This design comes from an exercise in tuning for small area on the open sky130 flow, not from production work.
The RTL was checked by simulation tests, not by an equivalence proof against the original design.
Power figures rest on the tool's default switching activity, not on a simulated workload.

// Convolution_pipeline
module Convolution_pipeline(
    clk,
    rst_n,
    in_valid,
    In_IFM_1,
    In_IFM_2,
    In_IFM_3,
    In_IFM_4,
    In_Weight_1,
    In_Weight_2,
    In_Weight_3,
    In_Weight_4,
    Out_OFM
    );
input clk, rst_n;
input in_valid;
input [3:0] In_IFM_1;
input [3:0] In_IFM_2;
input [3:0] In_IFM_3;
input [3:0] In_IFM_4;
input [3:0] In_Weight_1;
input [3:0] In_Weight_2;
input [3:0] In_Weight_3;
input [3:0] In_Weight_4;
output [11:0] Out_OFM;
wire pp1_00, pp1_01, pp1_02, pp1_03, pp1_10, pp1_11, pp1_12, pp1_13, pp1_20, pp1_21, pp1_22, pp1_23, pp1_30, pp1_31, pp1_32, pp1_33, pp2_00, pp2_01, pp2_02, pp2_03, pp2_10, pp2_11, pp2_12, pp2_13, pp2_20, pp2_21, pp2_22, pp2_23, pp2_30, pp2_31, pp2_32, pp2_33, pp3_00, pp3_01, pp3_02, pp3_03, pp3_10, pp3_11, pp3_12, pp3_13, pp3_20, pp3_21, pp3_22, pp3_23, pp3_30, pp3_31, pp3_32, pp3_33, pp4_00, pp4_01, pp4_02, pp4_03, pp4_10, pp4_11, pp4_12, pp4_13, pp4_20, pp4_21, pp4_22, pp4_23, pp4_30, pp4_31, pp4_32, pp4_33, fs1, fc2, fs3, fc4, fs5, fc6, fs7, fc8, fs9, fc10, fs11, fc12, fs13, fc14, fs15, fc16, fs17, fc18, fs19, fc20, fs21, fc22, fs23, fc24, fs25, fc26, fs27, fc28, fs29, fc30, fs31, fc32, fs33, fc34, fs35, fc36, fs37, fc38, fs39, fc40, fs41, fc42, fs43, fc44, fs45, fc46, fs47, fc48, fs49, fc50, fs51, fc52, fs53, fc54, fs55, fc56, fs57, fc58, fs59, fc60, fs61, fc62, fs63, fc64, fs65, fc66, fs67, fc68, fs69, fc70, fs71, fc72, fs73, fc74, fs75, fc76, fs77, fc78, fs79, fc80, fs81, fc82, fs83, fc84, fs85, fc86, fs87, fc88, fs89, fc90, x91, cn92, x93, cn94, x95, x96, cn97, fs98, fc99, fs100, fc101, fs102, fc103, fs104, fc105, fs106, fc107, fs108, fc109, x110, cn111, x112, cn113, x114, cn115, x116, cn117, x118, x119, cn120, x121, x122, cn123;
assign pp1_00 = ~(In_IFM_1[0] & In_Weight_1[0]);
assign pp1_01 = ~(In_IFM_1[0] & In_Weight_1[1]);
assign pp1_02 = ~(In_IFM_1[0] & In_Weight_1[2]);
assign pp1_03 = ~(In_IFM_1[0] & In_Weight_1[3]);
assign pp1_10 = ~(In_IFM_1[1] & In_Weight_1[0]);
assign pp1_11 = ~(In_IFM_1[1] & In_Weight_1[1]);
assign pp1_12 = ~(In_IFM_1[1] & In_Weight_1[2]);
assign pp1_13 = ~(In_IFM_1[1] & In_Weight_1[3]);
assign pp1_20 = ~(In_IFM_1[2] & In_Weight_1[0]);
  ...
For scale: ~210 cells after synthesis, ~50 flip-flops, ~47 I/O pins, ~3000 µm² of cells after synthesis.
clock: 3.0 ns
lec_check: 0
cap_margin: 0
core_margin: 2
core_utilization: 60
gpl_timing_driven: 0
place_density: 0.7
slew_margin: 0
synth_hierarchical: 1
synth_minimum_keep_size: 0
standard.sh (not shown) runs the stock make flow with config.mk's settings and CLKGATE_MAP_FILE= SYNTH_SCRIPT=/design/flow/synth_recipe.tcl, a recipe that flattens the netlist after the stock synthesis.
==> flow/flow/run.sh <==
#!/bin/bash
# The standard layout (the standard.sh), with two changes:
#  - the port buffers are buf_1 cells (the default picks a 10 um2 delay buffer)
#  - CTS inserts no dummy clock loads
export BUFFER_PORTS_ARGS="-buffer_cell sky130_fd_sc_hd__buf_1"
export CTS_ARGS="-sink_clustering_enable -repair_clock_nets -dont_use_dummy_load"
bash standard.sh > standard.log 2>&1
Change:
--- a/flow/design.v
+++ b/flow/design.v
@@ -127,46 +127,46 @@
 Conv_fa u_fs73 (.a(fc60), .b(fc62), .c(fs45), .s(fs73), .co(fc74));
 Conv_fa u_fs75 (.a(fc40), .b(fs51), .c(fs53), .s(fs75), .co(fc76));
 Conv_fa u_fs77 (.a(fs41), .b(fs55), .c(fs57), .s(fs77), .co(fc78));
 Conv_fa u_fs79 (.a(fs43), .b(fs59), .c(fs61), .s(fs79), .co(fc80));
 Conv_fa u_fs81 (.a(fc38), .b(fc50), .c(fc66), .s(fs81), .co(fc82));
 Conv_fa u_fs83 (.a(fs47), .b(fc70), .c(fs63), .s(fs83), .co(fc84));
 Conv_fa u_fs85 (.a(fs49), .b(fc64), .c(fc74), .s(fs85), .co(fc86));
 Conv_fa u_fs87 (.a(fc68), .b(fc78), .c(fs69), .s(fs87), .co(fc88));
 Conv_fa u_fs89 (.a(fc76), .b(fs67), .c(fs77), .s(fs89), .co(fc90));
 Conv_xor u_x91 (.a(pp4_00), .b(fs1), .y(x91));
-Conv_or u_cn92 (.a(pp4_00), .b(fs1), .y(cn92));
+assign cn92 = pp4_00 | fs1;
 Conv_xor u_x93 (.a(fs71), .b(cn92), .y(x93));
-Conv_or u_cn94 (.a(fs71), .b(cn92), .y(cn94));
+assign cn94 = fs71 | cn92;
 Conv_xor u_x95 (.a(fc72), .b(fs75), .y(x95));
 Conv_xor u_x96 (.a(x95), .b(cn94), .y(x96));
-assign cn97 = (fc72 & fs75) | (cn94 & (fc72 | fs75));
+assign cn97 = x95 ? cn94 : fc72;
 Conv_fa u_fs98 (.a(r1[5]), .b(r1[6]), .c(r1[7]), .s(fs98), .co(fc99));
 Conv_fa u_fs100 (.a(r1[10]), .b(r1[11]), .c(r1[8]), .s(fs100), .co(fc101));
 Conv_fa u_fs102 (.a(r1[9]), .b(fc99), .c(fs100), .s(fs102), .co(fc103));
 Conv_fa u_fs104 (.a(r1[12]), .b(r1[13]), .c(r1[14]), .s(fs104), .co(fc105));
 Conv_fa u_fs106 (.a(fc101), .b(fs104), .c(fc103), .s(fs106), .co(fc107));
 Conv_fa u_fs108 (.a(r1[15]), .b(r1[16]), .c(fc105), .s(fs108), .co(fc109));
 Conv_xor u_x110 (.a(r1[3]), .b(r1[4]), .y(x110));
-Conv_or u_cn111 (.a(r1[3]), .b(r1[4]), .y(cn111));
+assign cn111 = r1[3] | r1[4];
 Conv_xor u_x112 (.a(fs98), .b(cn111), .y(x112));
-Conv_or u_cn113 (.a(fs98), .b(cn111), .y(cn113));
+assign cn113 = fs98 | cn111;
 Conv_xor u_x114 (.a(fs102), .b(cn113), .y(x114));
-Conv_or u_cn115 (.a(fs102), .b(cn113), .y(cn115));
+assign cn115 = fs102 | cn113;
 Conv_xor u_x116 (.a(fs106), .b(cn115), .y(x116));
-Conv_or u_cn117 (.a(fs106), .b(cn115), .y(cn117));
+assign cn117 = fs106 | cn115;
 Conv_xor u_x118 (.a(fc107), .b(fs108), .y(x118));
 Conv_xor u_x119 (.a(x118), .b(cn117), .y(x119));
-assign cn120 = (fc107 & fs108) | (cn117 & (fc107 | fs108));
+assign cn120 = x118 ? cn117 : fc107;
 Conv_xor u_x121 (.a(r1[17]), .b(fc109), .y(x121));
 Conv_xor u_x122 (.a(x121), .b(cn120), .y(x122));
-assign cn123 = (r1[17] & fc109) | (cn120 & (r1[17] | fc109));
+assign cn123 = x121 ? cn120 : r1[17];
 reg [17:0] r1;
 reg [9:0] s2, s3;
 always @(posedge clk) begin
     if (in_valid) begin
         r1[0] <= x91;
         r1[1] <= x93;
         r1[2] <= x96;
         r1[3] <= fs89;
         r1[4] <= cn97;
         r1[5] <= fs79;
@@ -224,20 +224,15 @@
 module Conv_hold(en, en_n, d, q, y);
 input en, en_n, d, q;
 output y;
 assign y = (en & d) | (en_n & q);
 endmodule
 module Conv_holdn(en_n, d, q, y);
 input en_n, d, q;
 output y;
 assign y = (~en_n & ~d) | (en_n & q);
 endmodule
-module Conv_or(a, b, y);
-input a, b;
-output y;
-assign y = a | b;
-endmodule
 module Conv_xor(a, b, y);
 input a, b;
 output y;
 assign y = a ^ b;
 endmodule
Non-clock buffer count is unchanged.
Routed wire length climbs by 11%.
Critical path depth climbs by 1.
Power climbs by 7.9%.
Clock power climbs by about 1%.
Clock skew is about the same.
Sequential share of layout area drops by 0.62 points.
Cell area climbs by 1.5%.
Core utilization climbs by 0.56 points.
Cell count climbs by 2.5%.
Sequential power is about the same.
Via count climbs by 6.9%.
Hold slack improved by 0.0047 ns.
Global-route usage climbs by 1.2 points.

## afterwards: timing with drivers on the ports
The results above use ideal ports. As a check the final layouts listed here were re-extracted and re-timed, cells and wires unchanged.
Step 1: set_driving_cell puts a clkbuf_16 on clk and a buf_2 on each other input, an assumption about the parent block.
Step 2 times the ports against the registers' clock, not the clock port: input delays grow and output delays shrink by t, the midpoint of the rising clock arrivals with the driver on.
Three values: ideal, step 1, step 2; two values: the first two.
run | t (ns) | slack for setup (ns) | cell pins on the clock port's net
the first run | 0.308 | 0.128 / 0.128 / -0.148 | 1
the second run | 0.309 | 0.106 / 0.108 / -0.201 | 1
With both steps, setup timing fails in the first run and the second run, where it was met with ideal ports. The setup slack of the second run, which loses most, moves by +0.002 ns with the drivers and by -0.307 ns with both steps.
